Background: an optimization exercise with open tools, aiming at small area. Do not read the settings as production practice.
The RTL was checked by simulation tests, not by an equivalence proof against the original design.
The clock input has no modelled driver; a real chip could not lean on it and would need a root buffer or a full tree.
Power figures rest on the tool's default switching activity, not on a simulated workload.

Setup of run 1:
// uart_tx
module uart_tx (
    input wire clk,
    input wire rst,
    input wire send,
    input wire [7:0] data,
    output reg tx,
    output reg busy
);
==> flow/config.mk <==
export PLATFORM = sky130hd
export DESIGN_NAME = uart_tx
export DESIGN_NICKNAME = uart_tx
export VERILOG_FILES = /design/flow/design.v
export SDC_FILE = /design/flow/constraint.sdc
export NUM_CORES = 4
export LEC_CHECK = 0
export CAP_MARGIN = 20
export CORE_AREA = 2.3 2.72 63.7 63.28
export DIE_AREA = 0 0 66 66
export PLACE_DENSITY = 0.9
export SLEW_MARGIN = 20
==> flow/constraint.sdc <==
create_clock -name core_clock -period 10.0 [get_ports {clk}]
set_input_delay 2.0000 -clock core_clock [delete_from_list [all_inputs] [get_ports {clk}]]
set_output_delay 2.0000 -clock core_clock [all_outputs]
set_load 0.01 [all_outputs]
standard.sh (not shown) runs the stock make flow with config.mk's settings and CLKGATE_MAP_FILE= SYNTH_SCRIPT=/design/flow/synth_recipe.tcl, a recipe that flattens the netlist after the stock synthesis.
==> flow/flow/run.sh <==
#!/bin/bash
# The standard ORFS layout (standard.sh) with three changes:
#  - synthesis maps the logic with an area-oriented ABC script (synth.tcl,
#    abc_area.script); the registers are the standard synthesis's;
#  - ports are buffered with the smallest buffer (buf_1);
#  - the clock tree is a few clock buffers, each at the centre of a group of
#    nearby flip-flops and fed from the clock port (pre_cts.tcl), instead of
#    TritonCTS's tree.
# Every tool's output is in standard.log and in orfs/logs.
set -euo pipefail
here=$(pwd)
export FLOW_SYNTH_TCL="$here/synth_recipe.tcl"
export AREA_ABC_SCRIPT="$here/flow/abc_area.script"
export BUFFER_PORTS_ARGS="-buffer_cell sky130_fd_sc_hd__buf_1"
export PRE_CTS_TCL="$here/flow/pre_cts.tcl"
export CLOCK_BUFFER_CELL="${CLOCK_BUFFER_CELL:-sky130_fd_sc_hd__clkbuf_4}"
export CLOCK_GROUPS="${CLOCK_GROUPS:-3}"
bash standard.sh "SYNTH_SCRIPT=$here/flow/synth.tcl" finish > standard.log 2>&1
==> flow/flow/pre_cts.tcl <==
# Runs inside ORFS's cts.tcl before clock_tree_synthesis, in place of
# TritonCTS: the clock sinks are split into CLOCK_GROUPS groups of nearby
# flip-flops (k-means on their positions), and each group is driven by one
# clock buffer at its centre, fed straight from the clock port.
set block [ord::get_db_block]
set dbu [$block getDbUnitsPerMicron]
set clknet [$block findNet clk]
set k $::env(CLOCK_GROUPS)
set pins {}
set pts {}
foreach it [$clknet getITerms] {
  set bbox [[$it getInst] getBBox]
  lappend pins "[[$it getInst] getName]/[[$it getMTerm] getName]"
  lappend pts [list [expr {([$bbox xMin] + [$bbox xMax]) / 2.0 / $dbu}] \
                    [expr {([$bbox yMin] + [$bbox yMax]) / 2.0 / $dbu}]]
}
set n [llength $pts]
# initial centres: spread along x
set sorted [lsort -real -index 0 $pts]
set cs {}
for {set g 0} {$g < $k} {incr g} {
  lappend cs [lindex $sorted [expr {int(($g + 0.5) * $n / $k)}]]
}
for {set iter 0} {$iter < 20} {incr iter} {
  set asg {}
  foreach p $pts {
    set best 0
    set bd 1e30
    for {set g 0} {$g < $k} {incr g} {
      set c [lindex $cs $g]
      set d [expr {pow([lindex $p 0] - [lindex $c 0], 2) + pow([lindex $p 1] - [lindex $c 1], 2)}]
      if {$d < $bd} { set bd $d; set best $g }
    }
    lappend asg $best
  }
  set ncs {}
  for {set g 0} {$g < $k} {incr g} {
    set sx 0.0; set sy 0.0; set m 0
    foreach p $pts a $asg {
      if {$a == $g} { set sx [expr {$sx + [lindex $p 0]}]; set sy [expr {$sy + [lindex $p 1]}]; incr m }
    }
    if {$m > 0} { lappend ncs [list [expr {$sx / $m}] [expr {$sy / $m}]] } else { lappend ncs [lindex $cs $g] }
  }
  set cs $ncs
}
for {set g 0} {$g < $k} {incr g} {
  set loads {}
  foreach pin $pins a $asg { if {$a == $g} { lappend loads [get_pins $pin] } }
  if {[llength $loads] == 0} continue
  set c [lindex $cs $g]
  puts "clock group $g: [llength $loads] sinks, buffer at ($c)"
  insert_buffer -buffer_cell $::env(CLOCK_BUFFER_CELL) -net clk -load_pins $loads \
    -location $c -buffer_name clkbuf_0_clk_$g -net_name clknet_0_clk_$g
}
set_propagated_clock [all_clocks]
proc clock_tree_synthesis {args} {
  puts "clock_tree_synthesis skipped: clock buffers inserted by pre_cts.tcl"
}
Other scripts of this flow, unchanged in this note and not shown: flow/flow/abc_area.script, flow/flow/synth.tcl
Run 1 went all the way through synthesis, placement and routing and the layout is clean on timing, DRC and antenna.
Changes in run 2 relative to run 1:
--- a/flow/flow/run.sh
+++ b/flow/flow/run.sh
@@ -17 +17 @@
-export CLOCK_GROUPS="${CLOCK_GROUPS:-3}"
+export CLOCK_GROUPS="${CLOCK_GROUPS:-2}"
Routed wire length of run 2 exceeds that of run 1 slightly. Run 2 — switching part of the total power 0.90 points higher, run 1 as reference. Against run 1 as the reference, run 2 delivers a higher largest vdd supply drop.
The following lists how run 3 was set up differently from run 2:
--- a/flow/flow/run.sh
+++ b/flow/flow/run.sh
@@ -6,3 +6,3 @@
-#  - the clock tree is a few clock buffers, each at the centre of a group of
-#    nearby flip-flops and fed from the clock port (pre_cts.tcl), instead of
-#    TritonCTS's tree.
+#  - the clock tree is CLOCK_GROUPS clock buffers, each at the centre of a
+#    group of nearby flip-flops and fed from the clock port (pre_cts.tcl),
+#    instead of TritonCTS's tree.
==> comparison <==
- As far as number of standard cells in the layout, taps in and fillers out goes, run 2 and run 3 are indistinguishable; the numbers are identical.
- Run 3 -> run 2: number of buffers inserted by port buffering delta 0, exact match
- Clock network fraction of total power essentially unchanged between run 3 and run 2.
- On global-route congestion overflow total, run 3 and run 2 are neck and neck.
- Overall power after layout: run 3 vs run 2 identical
- Comparing run 3 against run 2, there is no change at all in layout multi-input combinational cell count.
No run of this note takes its clock network from TritonCTS; it comes from the design's own scripts or RTL.

* * *

The RTL this note starts from:
==> flow/design.v <==
module uart_tx (
    input wire clk,
    input wire rst,
    input wire send,
    input wire [7:0] data,
    output reg tx,
    output reg busy
);
    localparam [12:0] START = 13'h0e97;
    localparam [12:0] LAST  = 13'h1c50;
    localparam [12:0] MASK  = 13'h01bd;  
    localparam [12:0] POL   = 13'h0aaa;
    reg  [12:0] q;
    wire [12:0] s    = q ^ POL;
    wire        fb   = s[12] ^ (s[3] & s[7]);
    wire        tick = ((s & MASK) == (LAST & MASK));
    wire        run  = busy & ~tick;
    always @(posedge clk)
        q <= (run ? {s[11:0], fb} : START) ^ POL;
    wire       load  = ~busy;         
    wire       shift = tick;          
    wire       hold  = run;           
    reg  [9:0] sr;
    always @(posedge clk)
        sr <= ({10{load}}  & {1'b1, data, 1'b0})
            | ({10{shift}} & {1'b0, sr[9:1]})
            | ({10{hold}}  & sr);
    always @(posedge clk or posedge rst)
        if (rst) begin
            tx   <= 1'b1;
            busy <= 1'b0;
        end else begin
            tx <= sr[0] | ~busy;
            if (!busy)
                busy <= send;
            else if (tick && sr[9:1] == 9'd0)
                busy <= 1'b0;
        end
endmodule
==> flow/config.mk <==
export PLATFORM = sky130hd
export DESIGN_NAME = uart_tx
export DESIGN_NICKNAME = uart_tx
export VERILOG_FILES = /design/flow/design.v
export SDC_FILE = /design/flow/constraint.sdc
export NUM_CORES = 4
export LEC_CHECK = 0
export CAP_MARGIN = 20
export CORE_AREA = 2.3 2.72 63.7 63.28
export DIE_AREA = 0 0 66 66
export GPL_TIMING_DRIVEN = 0
export PLACE_DENSITY = 0.9
export SLEW_MARGIN = 20
==> flow/constraint.sdc <==
create_clock -name core_clock -period 10.0 [get_ports {clk}]
set_input_delay 2.0000 -clock core_clock [delete_from_list [all_inputs] [get_ports {clk}]]
set_output_delay 2.0000 -clock core_clock [all_outputs]
set_load 0.01 [all_outputs]
==> flow/flow/run.sh <==
#!/bin/bash
# The standard ORFS layout (standard.sh) with three changes:
#  - synthesis maps the logic with an area-oriented ABC script (synth.tcl,
#    abc_area.script); the registers are the standard synthesis's;
#  - ports are buffered with the smallest buffer (buf_1);
#  - the clock tree is a few clock buffers, each at the centre of a group of
#    nearby flip-flops and fed from the clock port (pre_cts.tcl), instead of
#    TritonCTS's tree.
# Every tool's output is in standard.log and in orfs/logs.
set -euo pipefail
here=$(pwd)
export FLOW_SYNTH_TCL="$here/synth_recipe.tcl"
export AREA_ABC_SCRIPT="$here/flow/abc_area.script"
export BUFFER_PORTS_ARGS="-buffer_cell sky130_fd_sc_hd__buf_1"
export PRE_CTS_TCL="$here/flow/pre_cts.tcl"
export CLOCK_BUFFER_CELL="${CLOCK_BUFFER_CELL:-sky130_fd_sc_hd__clkbuf_4}"
export CLOCK_GROUPS="${CLOCK_GROUPS:-3}"
bash standard.sh "SYNTH_SCRIPT=$here/flow/synth.tcl" finish > standard.log 2>&1
==> flow/flow/abc_area.script <==
strash
dc2
dch -f
amap -m -F 4 -A 8
topo
==> flow/flow/synth.tcl <==
# The standard synthesis (synth_recipe.tcl in the work folder), with the
# technology mapping done by an area-oriented ABC script (abc_area.script)
# instead of ORFS's speed script. Registers are mapped before ABC runs, so
# they are exactly the standard synthesis's.
trace add variable ::abc_script write {apply {args {
  set ::abc_script $::env(AREA_ABC_SCRIPT)
}}}
source $::env(FLOW_SYNTH_TCL)
Scripts as last shown in full above: flow/flow/pre_cts.tcl
Then changed:
==> flow/flow/run.sh (replaced) <==
#!/bin/bash
# Standard ORFS layout with two changes: ports are buffered with the smallest
# buffer, and the clock tree is a single clock buffer placed at the centre of
# the flip-flops (pre_cts.tcl) instead of TritonCTS's tree.
set -euo pipefail
here=$(pwd)
export BUFFER_PORTS_ARGS="-buffer_cell sky130_fd_sc_hd__buf_1"
export PRE_CTS_TCL="$here/flow/pre_cts.tcl"
export CLOCK_BUFFER_CELL="${CLOCK_BUFFER_CELL:-sky130_fd_sc_hd__clkbuf_4}"
export CLOCK_GROUPS="${CLOCK_GROUPS:-2}"
bash standard.sh > standard.log 2>&1
CTS_BUF_LIST = sky130_fd_sc_hd__clkbuf_8   (was not set)
CTS_CLUSTER_DIAMETER = 100   (was not set)
CTS_CLUSTER_SIZE = 30   (was not set)
GPL_TIMING_DRIVEN = not set   (was 0)
removed: flow/flow/abc_area.script
removed: flow/flow/synth.tcl
The changed run produced a clean layout; fmax decreases by 2.6%; worst setup slack gets worse by 75 ps; wire length goes up by 15%; register-to-register slack gains 490 ps; global-route usage went up by 0.75 points; via count is higher by 13%.
Then changed:
==> flow/flow/run.sh (replaced) <==
#!/bin/bash
# The standard ORFS layout (standard.sh) with three changes:
#  - synthesis maps the logic with an area-oriented ABC script (synth.tcl,
#    abc_area.script); the registers are the standard synthesis's;
#  - ports are buffered with the smallest buffer (buf_1);
#  - the clock tree is a few clock buffers, each at the centre of a group of
#    nearby flip-flops and fed from the clock port (pre_cts.tcl), instead of
#    TritonCTS's tree.
# Every tool's output is in standard.log and in orfs/logs.
set -euo pipefail
here=$(pwd)
export FLOW_SYNTH_TCL="$here/synth_recipe.tcl"
export AREA_ABC_SCRIPT="$here/flow/abc_area.script"
export BUFFER_PORTS_ARGS="-buffer_cell sky130_fd_sc_hd__buf_1"
export PRE_CTS_TCL="$here/flow/pre_cts.tcl"
export CLOCK_BUFFER_CELL="${CLOCK_BUFFER_CELL:-sky130_fd_sc_hd__clkbuf_4}"
export CLOCK_GROUPS="${CLOCK_GROUPS:-3}"
bash standard.sh "SYNTH_SCRIPT=$here/flow/synth.tcl" finish > standard.log 2>&1
==> flow/flow/abc_area.script (new file) <==
strash
dc2
dch -f
amap -m -F 4 -A 8
topo
==> flow/flow/synth.tcl (new file) <==
# The standard synthesis (synth_recipe.tcl in the work folder), with the
# technology mapping done by an area-oriented ABC script (abc_area.script)
# instead of ORFS's speed script. Registers are mapped before ABC runs, so
# they are exactly the standard synthesis's.
trace add variable ::abc_script write {apply {args {
  set ::abc_script $::env(AREA_ABC_SCRIPT)
}}}
source $::env(FLOW_SYNTH_TCL)
Result: The changed run finished clean. First-iteration DRC count rises by a quarter to a third. Critical path depth stays the same. Global-route usage came out lower by 0.67 points.
No run of this note takes its clock network from TritonCTS; it comes from the design's own scripts or RTL.

==> port drivers added, routing unchanged <==
No port has a modelled driver above. Below, the same layouts with a new extraction and two added sets of constraints.
Step 1, drivers: a clkbuf_16 drives clk and a buf_2 each remaining input, both assumed.
Step 2 moves the port delays by t, midway between the first and last clock arrival at a register: inputs arrive t later, outputs are due t later. That takes back most of the time a late clock gives input paths.
Slacks: ideal ports / drivers / drivers and shift; pairs: ideal ports / drivers.
| run | t, ns | setup slack, ns | latest minus earliest clock arrival (ns) | worst data-port slew with drivers (ns) | pins driven straight from the clock port |
|---|---|---|---|---|---|
| run 1 | 0.178 | 7.168 / 7.135 / 7.313 | 0.032 / 0.031 | 0.03 | 3 |
| run 2 | 0.197 | 7.155 / 7.130 / 7.327 | 0.006 / 0.006 | 0.03 | 2 |
| run 3 | 0.197 | 7.155 / 7.130 / 7.327 | 0.006 / 0.006 | 0.03 | 2 |
| the first run of note 2 | 0.181 | 7.194 / 7.161 / 7.302 | 0.057 / 0.057 | 0.04 | 3 |
| the second run of note 2 | 0.202 | 7.120 / 7.092 / 7.294 | 0.008 / 0.008 | 0.03 | 2 |
| the third run of note 2 | 0.176 | 7.191 / 7.159 / 7.327 | 0.004 / 0.005 | 0.04 | 3 |
After both steps every run listed still meets setup and hold.
